This is an optimization exercise on Yosys and OpenROAD, whose aim is small area, not a production implementation.
Only simulation tests tie the RTL to the original design; equivalence was not proved.
No activity file was given, so power comes from the tool's default toggle rates.

Setup of birch:
==> flow/design.v <==
module adder_32b (a, b, cin, cout, sum);
  parameter N = 32;
  input  [N-1:0] a, b;
  input  cin;
  output cout;
  output [N-1:0] sum;
  wire [31:0] aa = a, bb = b;
  wire [31:0] p, g, c;
  wire co;
  pg4 PG [7:0] (aa, bb, p, g);
  cla32 CL (p, g, cin, c, co);
  xor_n #(N) SX (p[N-1:0], c[N-1:0], sum);
  assign cout = (N == 32) ? co : c[N];
endmodule
module cla32 (p, g, ci, c, co);
  input  [31:0] p, g;
  input  ci;
  output [31:0] c;
  output co;
  wire [7:0] bg, bp;
  bgp4 B [7:0] (p, g, bg, bp);
  wire g10, p10, g32, p32, g54, p54, g76, p76, g30, p30, g74, p74;
  gp2 L10 (bg[1], bp[1], bg[0], bp[0], g10, p10);
  gp2 L32 (bg[3], bp[3], bg[2], bp[2], g32, p32);
  gp2 L54 (bg[5], bp[5], bg[4], bp[4], g54, p54);
  gp2 L76 (bg[7], bp[7], bg[6], bp[6], g76, p76);
  gp2 L30 (g32, p32, g10, p10, g30, p30);
  gp2 L74 (g76, p76, g54, p54, g74, p74);
  wire [8:0] bc;
  assign bc[0] = ci;
  ao21 C1 (bp[0], bc[0], bg[0], bc[1]);
  ao21 C2 (p10, bc[0], g10, bc[2]);
  ao21 C4 (p30, bc[0], g30, bc[4]);
  ao21 C3 (bp[2], bc[2], bg[2], bc[3]);
  ao21 C5 (bp[4], bc[4], bg[4], bc[5]);
  ao21 C6 (p54, bc[4], g54, bc[6]);
  ao21 C8 (p74, bc[4], g74, bc[8]);
  ao21 C7 (bp[6], bc[6], bg[6], bc[7]);
  assign co = bc[8];
  genvar k;
  generate
    for (k = 0; k < 8; k = k + 1) begin : blk
      assign c[4*k] = bc[k];
      rip4 R (p[4*k +: 3], g[4*k +: 3], bc[k], c[4*k+1 +: 3]);
    end
  endgenerate
endmodule
module pg4 (a, b, p, g);
  input  [3:0] a, b;
  output [3:0] p, g;
  assign p = a ^ b;
  assign g = a & b;
endmodule
module rip4 (p, g, ci, c);
  input  [2:0] p, g;
  input  ci;
  output [3:1] c;
  assign c[1] = g[0] | p[0] & ci;
  assign c[2] = g[1] | p[1] & c[1];
  assign c[3] = g[2] | p[2] & c[2];
endmodule
module bgp4 (p, g, bg, bp);
  input  [3:0] p, g;
  output bg, bp;
  assign bg = g[3] | p[3] & (g[2] | p[2] & (g[1] | p[1] & g[0]));
  assign bp = &p;
endmodule
module gp2 (gh, ph, gl, pl, g, p);
  input gh, ph, gl, pl;
  output g, p;
  assign g = gh | ph & gl;
  assign p = ph & pl;
endmodule
module ao21 (a1, a2, b1, y);
  input a1, a2, b1;
  output y;
  assign y = a1 & a2 | b1;
endmodule
module xor_n (a, b, y);
  parameter N = 32;
  input  [N-1:0] a, b;
  output [N-1:0] y;
  assign y = a ^ b;
endmodule
module alu (a, b, sub, s, g, p, co, eq);
  input  [31:0] a, b;
  input  sub;   
  output [31:0] s, g, p;
  output co, eq;
  wire [31:0] c;
  pg4 PG [7:0] (a, b, p, g);
  cla32 CL (p, g, sub, c, co);
  xor_n #(32) SX (p, c, s);
  and_n #(32) EQ (p, eq);
endmodule
module and_n (a, y);
  parameter N = 32;
  input  [N-1:0] a;
  output y;
  assign y = &a;
endmodule
module controller (rst, opcode, func, mem_read, mem_write, reg_write, wa_rd, wa_31,
                   alu_src, sub, w_pc4, w_mem, w_sum, w_g, w_p, w_slt,
                   beq, n_jr, n_j, n_seq);
  input  rst;
  input  [5:0] opcode, func;
  output mem_read, mem_write, reg_write, wa_rd, wa_31, alu_src, sub;
  output w_pc4, w_mem, w_sum, w_g, w_p, w_slt;
  output beq, n_jr, n_j, n_seq;
  wire rtype = (opcode == 6'b000000);
  wire lw    = (opcode == 6'b100011);
  wire sw    = (opcode == 6'b101011);
  wire br    = (opcode == 6'b000100);
  wire addi  = (opcode == 6'b001001);
  wire slti  = (opcode == 6'b001010);
  wire j     = (opcode == 6'b000010);
  wire jal   = (opcode == 6'b000011);
  wire jr    = (opcode == 6'b000110);
  wire f_add = (func == 6'b100000);
  wire f_sub = (func == 6'b100011);
  wire f_or  = (func == 6'b100101);
  wire f_slt = (func == 6'b101010);
  wire f_and = ~(f_add | f_sub | f_or | f_slt);
  assign mem_read  = lw;
  assign mem_write = sw;
  assign reg_write = rtype | lw | addi | slti | jal;
  assign wa_rd     = rtype;
  assign wa_31     = jal;
  assign alu_src   = lw | sw | addi | slti;
  assign sub       = br | slti | (rtype & (f_sub | f_slt));
  assign w_pc4 = ~rst & jal;
  assign w_mem = ~rst & lw;
  assign w_sum = ~rst & (addi | (rtype & (f_add | f_sub)));
  assign w_g   = ~rst & rtype & (f_and | f_or);
  assign w_p   = ~rst & rtype & f_or;
  assign w_slt = ~rst & (slti | (rtype & f_slt));
  assign beq   = br;
  assign n_jr  = ~rst & jr;
  assign n_j   = ~rst & (j | jal);
  assign n_seq = ~rst & ~(jr | j | jal);
endmodule
module mux2to1_32b (rt, imm, sel, sub, y);
  input [31:0] rt;
  input [15:0] imm;
  input sel, sub;
  output [31:0] y;
  wire [31:0] sx = {{16{imm[15]}}, imm};
  genvar k;
  generate
    for (k = 0; k < 32; k = k + 1) begin : b
      bsel B (rt[k], sx[k], sel, sub, y[k]);
    end
  endgenerate
endmodule
module bsel (r, i, s, x, y);
  input r, i, s, x;
  output y;
  assign y = (s ? i : r) ^ x;
endmodule
module mux2to1_5b (i0, i1, sel, sel31, y);
  input [4:0] i0, i1;
  input sel, sel31;
  output [4:0] y;
  assign y = sel31 ? 5'd31 : sel ? i1 : i0;
endmodule
module mux3to1_32b (i0, i1, i2, s0, s1, s2, y);
  input [31:0] i0, i1, i2;
  input s0, s1, s2;
  output [31:0] y;
  wire [31:0] n;
  genvar k;
  generate
    for (k = 0; k < 32; k = k + 1) begin : b
      aoi222 A (i0[k], s0, i1[k], s1, i2[k], s2, n[k]);
    end
  endgenerate
  inv_n #(32) I (n, y);
endmodule
module wb_mux (pc4, mem, sum, g, p, slt, s_pc4, s_mem, s_sum, s_g, s_p, s_slt, y);
  input [31:0] pc4, mem, sum, g, p;
  input slt, s_pc4, s_mem, s_sum, s_g, s_p, s_slt;
  output [31:0] y;
  wire y0;
  genvar k;
  generate
    for (k = 1; k < 32; k = k + 1) begin : b
      ao5 A (pc4[k], s_pc4, mem[k], s_mem, sum[k], s_sum, g[k], s_g, p[k], s_p, y[k]);
    end
  endgenerate
  ao5 A0 (pc4[0], s_pc4, mem[0], s_mem, sum[0], s_sum, g[0], s_g, p[0], s_p, y0);
  ao21 S0 (slt, s_slt, y0, y[0]);
endmodule
module ao5 (a0, b0, a1, b1, a2, b2, a3, b3, a4, b4, y);
  input a0, b0, a1, b1, a2, b2, a3, b3, a4, b4;
  output y;
  assign y = (a0 & b0) | (a1 & b1) | (a2 & b2) | (a3 & b3) | (a4 & b4);
endmodule
module inv_n (a, y);
  parameter N = 1;
  input  [N-1:0] a;
  output [N-1:0] y;
  assign y = ~a;
endmodule
module reg_32b (d_in, clk, d_out);
  input [31:0] d_in;
  input clk;
  output reg [31:0] d_out;
  always @(posedge clk)
    d_out <= d_in;
endmodule
module reg_file (wr_data, rd_reg1, rd_reg2, wr_reg, reg_write, rst, clk, rd_data1, rd_data2);
  input [31:0] wr_data;
  input [4:0] rd_reg1, rd_reg2, wr_reg;
  input reg_write, rst, clk;
  output [31:0] rd_data1, rd_data2;
  wire [30:0] s1, s2;
  wire [31:0] col [0:31];
  dec5 D1 (rd_reg1, s1);
  dec5 D2 (rd_reg2, s2);
  genvar i, b;
  generate
    for (i = 1; i < 32; i = i + 1) begin : g
      reg [31:0] q;
      always @(posedge clk)
        if (rst | (reg_write & (wr_reg == i)))
          q <= wr_data;
    end
    for (b = 0; b < 32; b = b + 1) begin : c
      wire [30:0] r;
      for (i = 1; i < 32; i = i + 1) begin : w
        assign r[i-1] = g[i].q[b];
      end
      rd_bit RB1 (r, s1, rd_data1[b]);
      rd_bit RB2 (r, s2, rd_data2[b]);
    end
  endgenerate
endmodule
module dec5 (a, y);
  input  [4:0] a;
  output [30:0] y;
  wire [3:0] lo;
  wire [7:0] hi;
  pre2 L (a[1:0], lo);
  pre3 H (a[4:2], hi);
  genvar k;
  generate
    for (k = 1; k < 32; k = k + 1) begin : d
      and2 A (lo[k % 4], hi[k / 4], y[k-1]);
    end
  endgenerate
endmodule
module pre2 (a, y);
  input  [1:0] a;
  output [3:0] y;
  assign y = 4'b0001 << a;
endmodule
module pre3 (a, y);
  input  [2:0] a;
  output [7:0] y;
  assign y = 8'b00000001 << a;
endmodule
module and2 (a, b, y);
  input a, b;
  output y;
  assign y = a & b;
endmodule
module rd_bit (r, s, y);
  input [30:0] r, s;
  output y;
  wire [10:0] n;
  genvar k;
  generate
    for (k = 0; k < 10; k = k + 1) begin : a
      aoi222 A (r[3*k], s[3*k], r[3*k+1], s[3*k+1], r[3*k+2], s[3*k+2], n[k]);
    end
  endgenerate
  assign n[10] = ~(r[30] & s[30]);
  assign y = ~&n;
endmodule
module aoi222 (a0, b0, a1, b1, a2, b2, y);
  input a0, b0, a1, b1, a2, b2;
  output y;
  assign y = ~((a0 & b0) | (a1 & b1) | (a2 & b2));
endmodule
module shl2 (imm, beq, eq, t);
  input [15:0] imm;
  input beq, eq;
  output [16:0] t;
  assign t = {imm[15], imm} & {17{beq & eq}};
endmodule
module datapath (clk, rst, inst_adr, inst, data_adr, data_out, data_in, mem_read, mem_write);
  input  clk, rst;
  output [31:0] inst_adr;
  input  [31:0] inst;
  output [31:0] data_adr;
  output [31:0] data_out;
  input  [31:0] data_in;
  output mem_read, mem_write;
  wire reg_write, wa_rd, wa_31, alu_src, sub;
  wire w_pc4, w_mem, w_sum, w_g, w_p, w_slt;
  wire beq, n_jr, n_j, n_seq;
  controller CU (rst, inst[31:26], inst[5:0], mem_read, mem_write, reg_write, wa_rd, wa_31,
                 alu_src, sub, w_pc4, w_mem, w_sum, w_g, w_p, w_slt,
                 beq, n_jr, n_j, n_seq);
  wire [31:0] pc, npc, rd1, rd2, wd, b, s, g, p;
  wire [29:0] seq;
  wire [4:0]  wa;
  wire co, eq;
  reg_32b PC (npc, clk, pc);
  mux2to1_5b WA (inst[20:16], inst[15:11], wa_rd, wa_31, wa);
  reg_file RF (wd, inst[25:21], inst[20:16], wa, reg_write, rst, clk, rd1, rd2);
  mux2to1_32b BM (rd2, inst[15:0], alu_src, sub, b);
  alu ALU (rd1, b, sub, s, g, p, co, eq);
  wb_mux WB ({seq, pc[1:0]}, data_in, s, g, p, ~co, w_pc4, w_mem, w_sum, w_g, w_p, w_slt, wd);
  wire [16:0] t;
  shl2 BT (inst[15:0], beq, eq, t);
  adder_32b #(30) PCADD (pc[31:2], {{13{t[16]}}, t}, 1'b1, , seq);
  mux3to1_32b NP (rd1, {seq[29:26], inst[25:0], 2'b00}, {seq, pc[1:0]}, n_jr, n_j, n_seq, npc);
  assign inst_adr = pc;
  assign data_adr = s;
  assign data_out = rd2;
endmodule
module mips_single_cycle (rst, clk, inst_adr, inst, data_adr, data_in, data_out, mem_read, mem_write);
  input rst, clk;
  output [31:0] inst_adr;
  input  [31:0] inst;
  output [31:0] data_adr;
  input  [31:0] data_in;
  output [31:0] data_out;
  output mem_read, mem_write;
  datapath DP (clk, rst, inst_adr, inst, data_adr, data_out, data_in, mem_read, mem_write);
endmodule
Settings: LEC_CHECK=0, CAP_MARGIN=5, CORE_MARGIN=2, CORE_UTILIZATION=40, CTS_CLUSTER_DIAMETER=90, CTS_CLUSTER_SIZE=26, SETUP_SLACK_MARGIN=0.1, SLEW_MARGIN=5, SYNTH_HIERARCHICAL=1; clock period 11.0 ns.
standard.sh (not shown) runs the stock make flow with config.mk's settings and CLKGATE_MAP_FILE= SYNTH_SCRIPT=/design/flow/synth_recipe.tcl, a recipe that flattens the netlist after the stock synthesis.
==> flow/flow/run.sh <==
#!/bin/bash
# The standard layout, except that the port buffers are the smallest
# buffer cell instead of a delay cell.
set -euo pipefail
export BUFFER_PORTS_ARGS="-buffer_cell sky130_fd_sc_hd__buf_1"
bash standard.sh > flow_make.log 2>&1
[inputs] maple vs birch
--- a/flow/design.v
+++ b/flow/design.v
@@ -212,61 +212,32 @@
   input [31:0] wr_data;
   input [4:0] rd_reg1, rd_reg2, wr_reg;
   input reg_write, rst, clk;
   output [31:0] rd_data1, rd_data2;
   wire [30:0] s1, s2;
   wire [31:0] col [0:31];
-  dec5 D1 (rd_reg1, s1);
-  dec5 D2 (rd_reg2, s2);
   genvar i, b;
   generate
     for (i = 1; i < 32; i = i + 1) begin : g
       reg [31:0] q;
       always @(posedge clk)
         if (rst | (reg_write & (wr_reg == i)))
           q <= wr_data;
+      assign s1[i-1] = (rd_reg1 == i);
+      assign s2[i-1] = (rd_reg2 == i);
     end
     for (b = 0; b < 32; b = b + 1) begin : c
       wire [30:0] r;
       for (i = 1; i < 32; i = i + 1) begin : w
         assign r[i-1] = g[i].q[b];
       end
       rd_bit RB1 (r, s1, rd_data1[b]);
       rd_bit RB2 (r, s2, rd_data2[b]);
     end
   endgenerate
 endmodule
-module dec5 (a, y);
-  input  [4:0] a;
-  output [30:0] y;
-  wire [3:0] lo;
-  wire [7:0] hi;
-  pre2 L (a[1:0], lo);
-  pre3 H (a[4:2], hi);
-  genvar k;
-  generate
-    for (k = 1; k < 32; k = k + 1) begin : d
-      and2 A (lo[k % 4], hi[k / 4], y[k-1]);
-    end
-  endgenerate
-endmodule
-module pre2 (a, y);
-  input  [1:0] a;
-  output [3:0] y;
-  assign y = 4'b0001 << a;
-endmodule
-module pre3 (a, y);
-  input  [2:0] a;
-  output [7:0] y;
-  assign y = 8'b00000001 << a;
-endmodule
-module and2 (a, b, y);
-  input a, b;
-  output y;
-  assign y = a & b;
-endmodule
 module rd_bit (r, s, y);
   input [30:0] r, s;
   output y;
   wire [10:0] n;
   genvar k;
   generate
## What came out
Synthesized area went down slightly going from birch to maple. For maple, the critical path launch point was inst[20], unlike birch, where it was inst[17]. Compare maple and birch | met3 usage in global routing lower: maple. maple reports a higher design area than birch does. Re share of the core filled with cells in the final layout: maple is 0.58 points up on birch. maple ends up with a power consumption that is 0.51% higher than in birch. There was hardly any difference in synthesized cell count between maple and birch. Setup WNS birch -> maple: worse.

static timing again, ports no longer ideal:
How much do the figures lean on ideal ports? The routed layouts below were timed once more, with nothing changed but the port constraints.
Step 1 assumes that a clkbuf_16 drives the clock port and a buf_2 every other input.
Step 2 times the ports against the registers' clock, not the clock port: input delays grow and output delays shrink by t, the midpoint of the rising clock arrivals with the driver on.
Slacks: ideal / step 1 / step 2; pairs: ideal / step 1.
run	shift t [ns]	slack for setup (ns)	slew at the worst register clock pin (ns)
birch	0.728	0.652 / 0.617 / 0.462	0.12 / 0.12
maple	0.732	0.123 / 0.088 / 0.088	0.12 / 0.12
After both steps setup and hold are still met in every run listed. For birch, which loses most, drivers alone change the setup slack by -0.035 ns; drivers and shift together by -0.190 ns.
